Background: an optimization exercise with open tools, aiming at small area, a short achievable clock period and few clock cycles per item. Do not read the settings as production practice.
Function was checked by simulation only, so behaviour that the tests miss may differ from the original.

== build 30 ==
Design imc, start of the top module:
module imc
  #(parameter INPUT_W = 16,
    parameter OUTPUT_W = 16)
(
    input  logic                   clk,
    input  logic                   rst_n,
    input  logic                   start,
    input  logic [INPUT_W-1:0]     aIn,
    input  logic [INPUT_W-1:0]     bIn,
    input  logic [INPUT_W-1:0]     cIn,
    input  logic [INPUT_W-1:0]     dIn,
    output logic                   ready,
    output logic [OUTPUT_W-1:0]    aOut,
    output logic [OUTPUT_W-1:0]    bOut,
    output logic [OUTPUT_W-1:0]    cOut,
    output logic [OUTPUT_W-1:0]    dOut,
    output logic                   aOut_sign,
    output logic                   bOut_sign,
    output logic                   cOut_sign,
    output logic                   dOut_sign
);
Size in the first run: about 2,100 cells after synthesis, ~45 flip-flops, ~140 I/O pins, about 21,000 µm² of cells after synthesis.
==> flow/config.mk <==
export PLATFORM = sky130hd
export DESIGN_NAME = imc
export DESIGN_NICKNAME = imc
export VERILOG_FILES = /design/flow/design.v
export SDC_FILE = /design/flow/constraint.sdc
export NUM_CORES = 4
export LEC_CHECK = 0
export CAP_MARGIN = 20
export CORE_MARGIN = 2
export CORE_UTILIZATION = 60
export SETUP_SLACK_MARGIN = 3
export SLEW_MARGIN = 20
export SYNTH_HIERARCHICAL = 1
==> flow/constraint.sdc <==
create_clock -name core_clock -period 11.0 [get_ports {clk}]
set_input_delay 2.2000 -clock core_clock [delete_from_list [all_inputs] [get_ports {clk}]]
set_output_delay 2.2000 -clock core_clock [all_outputs]
set_load 0.01 [all_outputs]
standard.sh (not shown) runs the stock make flow with config.mk's settings and CLKGATE_MAP_FILE= SYNTH_SCRIPT=/design/flow/synth_recipe.tcl, a recipe that flattens the netlist after the stock synthesis.
==> flow/flow/run.sh <==
#!/bin/bash
# The standard layout (the standard.sh, all ORFS steps from synthesis
# to finish), except that buffer_ports puts a buf_2 on every input and
# output port instead of the cell it picks on its own (a slow delay cell,
# clkdlybuf4s50_1). Timing repair still resizes port buffers as it needs.
# make's output goes to flow_make.log; ORFS keeps each step's log under
# orfs/logs.
set -euo pipefail
bash standard.sh "BUFFER_PORTS_ARGS=-buffer_cell sky130_fd_sc_hd__buf_2" finish > flow_make.log 2>&1
Testbench counts of build 30, summed over its fixed seeds: cycles 3,200, items 3,200.
Inputs modified between build 30 and build 75:
diff --git a/flow/design.v b/flow/design.v
--- a/flow/design.v
+++ b/flow/design.v
@@ -1117,57 +1117,30 @@
     assign cA[i+1] = cA[i] & ~dIn[8+i];
     assign mB[i]   = bIn[8+i] ^ bIn[15] ^ cB[i];
     assign cB[i+1] = cB[i] & ~bIn[8+i];
     assign mC[i]   = cIn[8+i] ^ cIn[15] ^ cC[i];
     assign cC[i+1] = cC[i] & ~cIn[8+i];
     assign mD[i]   = aIn[8+i] ^ aIn[15] ^ cD[i];
     assign cD[i+1] = cD[i] & ~aIn[8+i];
   end
   logic [16:0] dxv, dyv, diff;
   logic        det_sign;
   assign dxv      = {1'b1, dx[15], dx[14], dx[13], dx[12], dx[11], dx[10], dx[9], dx[8], dx[7], dx[6], dx[5], dx[4], dx[3], dx[2], dx[1], dx[0]};
   assign dyv      = {dy[16], dy[15], dy[14], dy[13], dy[12], dy[11], dy[10], dy[9], dy[8], dy[7], dy[6], dy[5], dy[4], dy[3], dy[2], dy[1], ~dy[0]};
-  wire [4:0] dl_p = {dx[4], dx[3], dx[2], dx[1], dx[0]} ^ {dy[4], dy[3], dy[2], dy[1], ~dy[0]};
-  wire [4:0] dl_g = {dx[4], dx[3], dx[2], dx[1], dx[0]} & {dy[4], dy[3], dy[2], dy[1], ~dy[0]};
-  wire dl_G1_0 = dl_g[1] | (dl_p[1] & (dl_g[0] | (dl_p[0] & cp)));
-  wire dl_G3_2 = dl_g[3] | (dl_p[3] & dl_g[2]);
-  wire dl_P3_2 = dl_p[3] & dl_p[2];
-  wire dl_G2_0 = dl_g[2] | (dl_p[2] & dl_G1_0);
-  wire dl_G3_0 = dl_G3_2 | (dl_P3_2 & dl_G1_0);
-  wire dl_G4_0 = dl_g[4] | (dl_p[4] & dl_G3_0);
-  assign diff     = {12'd0, (dl_p[4] ^ dl_G3_0), (dl_p[3] ^ dl_G2_0), (dl_p[2] ^ dl_G1_0), (dl_p[1] ^ (dl_g[0] | (dl_p[0] & cp))), (dl_p[0] ^ cp)};
+  assign diff     = dxv + dyv + {16'd0, cp};
   logic        c4, ghi, phi;
+  logic [12:0] shi;
   assign c4       = diff[4] ^ dxv[4] ^ dyv[4];
-  wire [11:0] gh_p = {dxv[15], dxv[14], dxv[13], dxv[12], dxv[11], dxv[10], dxv[9], dxv[8], dxv[7], dxv[6], dxv[5], dxv[4]} | {dyv[15], dyv[14], dyv[13], dyv[12], dyv[11], dyv[10], dyv[9], dyv[8], dyv[7], dyv[6], dyv[5], dyv[4]};
-  wire [11:0] gh_g = {dxv[15], dxv[14], dxv[13], dxv[12], dxv[11], dxv[10], dxv[9], dxv[8], dxv[7], dxv[6], dxv[5], dxv[4]} & {dyv[15], dyv[14], dyv[13], dyv[12], dyv[11], dyv[10], dyv[9], dyv[8], dyv[7], dyv[6], dyv[5], dyv[4]};
-  wire gh_G2_1 = gh_g[2] | (gh_p[2] & gh_g[1]);
-  wire gh_P2_1 = gh_p[2] & gh_p[1];
-  wire gh_G2_0 = gh_G2_1 | (gh_P2_1 & gh_g[0]);
-  wire gh_G5_4 = gh_g[5] | (gh_p[5] & gh_g[4]);
-  wire gh_P5_4 = gh_p[5] & gh_p[4];
-  wire gh_G5_3 = gh_G5_4 | (gh_P5_4 & gh_g[3]);
-  wire gh_P5_3 = gh_P5_4 & gh_p[3];
-  wire gh_G5_0 = gh_G5_3 | (gh_P5_3 & gh_G2_0);
-  wire gh_G8_7 = gh_g[8] | (gh_p[8] & gh_g[7]);
-  wire gh_P8_7 = gh_p[8] & gh_p[7];
-  wire gh_G8_6 = gh_G8_7 | (gh_P8_7 & gh_g[6]);
-  wire gh_P8_6 = gh_P8_7 & gh_p[6];
-  wire gh_G11_10 = gh_g[11] | (gh_p[11] & gh_g[10]);
-  wire gh_P11_10 = gh_p[11] & gh_p[10];
-  wire gh_G11_9 = gh_G11_10 | (gh_P11_10 & gh_g[9]);
-  wire gh_P11_9 = gh_P11_10 & gh_p[9];
-  wire gh_G11_6 = gh_G11_9 | (gh_P11_9 & gh_G8_6);
-  wire gh_P11_6 = gh_P11_9 & gh_P8_6;
-  wire gh_G11_0 = gh_G11_6 | (gh_P11_6 & gh_G5_0);
-  assign ghi      = gh_G11_0;
+  assign shi      = {1'b0, dxv[15:4]} + {1'b0, dyv[15:4]};
+  assign ghi      = shi[12];
   assign phi      = &(dxv[15:4] | dyv[15:4]);
   assign det_sign = dxv[16] ^ dyv[16] ^ (ghi | (phi & c4));
   logic [16:4] dvw, yvw, pw;
   logic        up0, up1;
   assign dvw = dxv[16:4];
   assign yvw = dyv[16:4];
   assign pw  = dvw ^ yvw;
   assign up0 = (pw[16:5] == (dvw[15:4] | yvw[15:4]));
   assign up1 = (~pw[16:5] == (dvw[15:4] & yvw[15:4]));
   logic        ready_r;
   logic [4:0]  lo_r;        
   logic        up0_r, up1_r, dsign_r;
## What came out
- Compared to build 30, build 75 has final cycle utilization of the critical path 2.0 points lower.
- Diff build 30 -> build 75: minimum period implied by the final worst setup slack down 0.21 ns, global-route track usage on met2 flat, number of placed cells counting well taps up 10, layout multi-input combinational cell count up about 0.6%, total global-route track usage down 0.60 points.
- Build 30 → build 75: die area now sits higher, worst hold slack rose 0.013 ns.
Testbench counts of build 75, summed over its fixed seeds: cycles 3,200, items 3,200.

========
v30:
Another version of the RTL of imc (not shown whole).
Size: about 2200 cells after synthesis, roughly 45 flip-flops, about 21000 um2 of cells after synthesis.
export LEC_CHECK = 0
export CAP_MARGIN = 20
export CORE_MARGIN = 2
export CORE_UTILIZATION = 60
export SETUP_SLACK_MARGIN = 3
export SLEW_MARGIN = 20
export SYNTH_HIERARCHICAL = 1
create_clock -name core_clock -period 11.0 [get_ports {clk}]
Scripts as last shown in full above: flow/flow/run.sh
v30 ran to completion and came out clean on the timing, DRC and antenna checks.
Testbench counts of v30, summed over its fixed seeds: cycles 3,200, items 3,200.
--- input diff v30..v19 ---
--- a/flow/design.v
+++ b/flow/design.v
@@ -1049,38 +1049,32 @@
   fa u_t975 (.a(t974), .b(t930), .c(t928), .s(t975), .co(t976));
   wire t977, t978;
   ha u_t977 (.a(t887), .b(t931), .s(t977), .co(t978));
   assign dx = {1'b1, t977, t973, t972, t967, t966, t963, t958, t957, t952, t949, t946, t943, t940, t937, t934, t933};
   assign dy = {t978, t976, t975, t970, t969, t964, t961, t960, t955, t954, t951, t948, t945, t942, t939, t936, tcy_bc};
   assign cp = tcy_ad;
   logic [15:0] nA, nB, nC, nD;
   assign nA = -dIn;
   assign nB = -bIn;
   assign nC = -cIn;
   assign nD = -aIn;
-  logic [16:0] dxv, dyv, diff;
+  logic [16:0] dxr, dyr, diff;
   logic        det_sign;
-  assign dxv      = {1'b1, dx[15], dx[14], dx[13], dx[12], dx[11], dx[10], dx[9], dx[8], dx[7], dx[6], dx[5], dx[4], dx[3], dx[2], dx[1], dx[0]};
-  assign dyv      = {dy[16], dy[15], dy[14], dy[13], dy[12], dy[11], dy[10], dy[9], dy[8], dy[7], dy[6], dy[5], dy[4], dy[3], dy[2], dy[1], ~dy[0]};
-  assign diff     = dxv + dyv + {16'd0, cp};
-  logic        c4, ghi, phi;
-  logic [12:0] shi;
-  assign c4       = diff[4] ^ dxv[4] ^ dyv[4];
-  assign shi      = {1'b0, dxv[15:4]} + {1'b0, dyv[15:4]};
-  assign ghi      = shi[12];
-  assign phi      = &(dxv[15:4] | dyv[15:4]);
-  assign det_sign = dxv[16] ^ dyv[16] ^ (ghi | (phi & c4));
+  assign dxr      = {1'b0, ~dx[15], ~dx[14], ~dx[13], ~dx[12], ~dx[11], ~dx[10], ~dx[9], ~dx[8], ~dx[7], ~dx[6], ~dx[5], ~dx[4], ~dx[3], ~dx[2], ~dx[1], ~dx[0]};
+  assign dyr      = {~dy[16], ~dy[15], ~dy[14], ~dy[13], ~dy[12], ~dy[11], ~dy[10], ~dy[9], ~dy[8], ~dy[7], ~dy[6], ~dy[5], ~dy[4], ~dy[3], ~dy[2], ~dy[1], dy[0]};
+  assign diff     = ~(dxr + dyr + {16'd0, ~cp});
+  assign det_sign = diff[16];
   logic [16:4] dvw, yvw, pw;
   logic        up0, up1;
-  assign dvw = dxv[16:4];
-  assign yvw = dyv[16:4];
+  assign dvw = ~dxr[16:4];
+  assign yvw = ~dyr[16:4];
   assign pw  = dvw ^ yvw;
   assign up0 = (pw[16:5] == (dvw[15:4] | yvw[15:4]));
   assign up1 = (~pw[16:5] == (dvw[15:4] & yvw[15:4]));
   logic        ready_r;
   logic [4:0]  lo_r;        
   logic        up0_r, up1_r, dsign_r;
   logic [7:0]  mA_r, mB_r, mC_r, mD_r;
   logic        sA_r, sB_r, sC_r, sD_r;
   always_ff @(posedge clk or negedge rst_n) begin
     if (!rst_n) ready_r <= 1'b0;
     else        ready_r <= 1'b1;
v19 completed every stage of the flow, and the final layout passed the timing, DRC and antenna checks.
Re cell area after synthesis: v19 and v30 aren't equal, and the higher value belongs to v19.
When v19 is measured against v30, its wire length per cell after detailed routing turns out 1.6% higher.
Taking v30 as the reference, in v19 worst-case headroom to the max-slew limit dropped 6.9 points; average vias per placed instance picked up an extra about 0.8%; non-filler instance count after layout grew by 51.
v19 ends up with lower average cell area after synthesis than v30 does.
Fraction of area in clock buffers and inverters: v19 vs v30 — no meaningful difference
Compared with v30, the router placed more vias in v19.
Testbench counts of v19, summed over its fixed seeds: cycles 3,200, items 3,200.

[afterwards: timing with drivers on the ports]
The results above use ideal ports. As a check the final layouts listed here were re-extracted and re-timed, cells and wires unchanged.
Step 1 assumes that a clkbuf_16 drives the clock port and a buf_2 every other input.
Step 2, shift: input delay + t, output delay - t, t = (earliest + latest rising clock arrival at the registers) / 2. This alone moves slack from input paths to output paths.
a / b / c = no drivers / after step 1 / after step 2; a / b = the first two.
| run | shift t [ns] | slack for setup (ns) | clock arrival spread, ns |
|---|---|---|---|
| build 30 | 0.336 | 2.877 / 2.852 / 2.516 | 0.014 / 0.014 |
| build 75 | 0.336 | 3.092 / 3.070 / 2.734 | 0.014 / 0.014 |
| v30 | 0.316 | 3.163 / 3.167 / 2.851 | 0.014 / 0.014 |
| v19 | 0.348 | 3.118 / 3.144 / 2.796 | 0.010 / 0.010 |
After both steps every run listed still meets setup and hold. For build 30, which loses most, drivers alone change the setup slack by -0.025 ns; drivers and shift together by -0.361 ns.
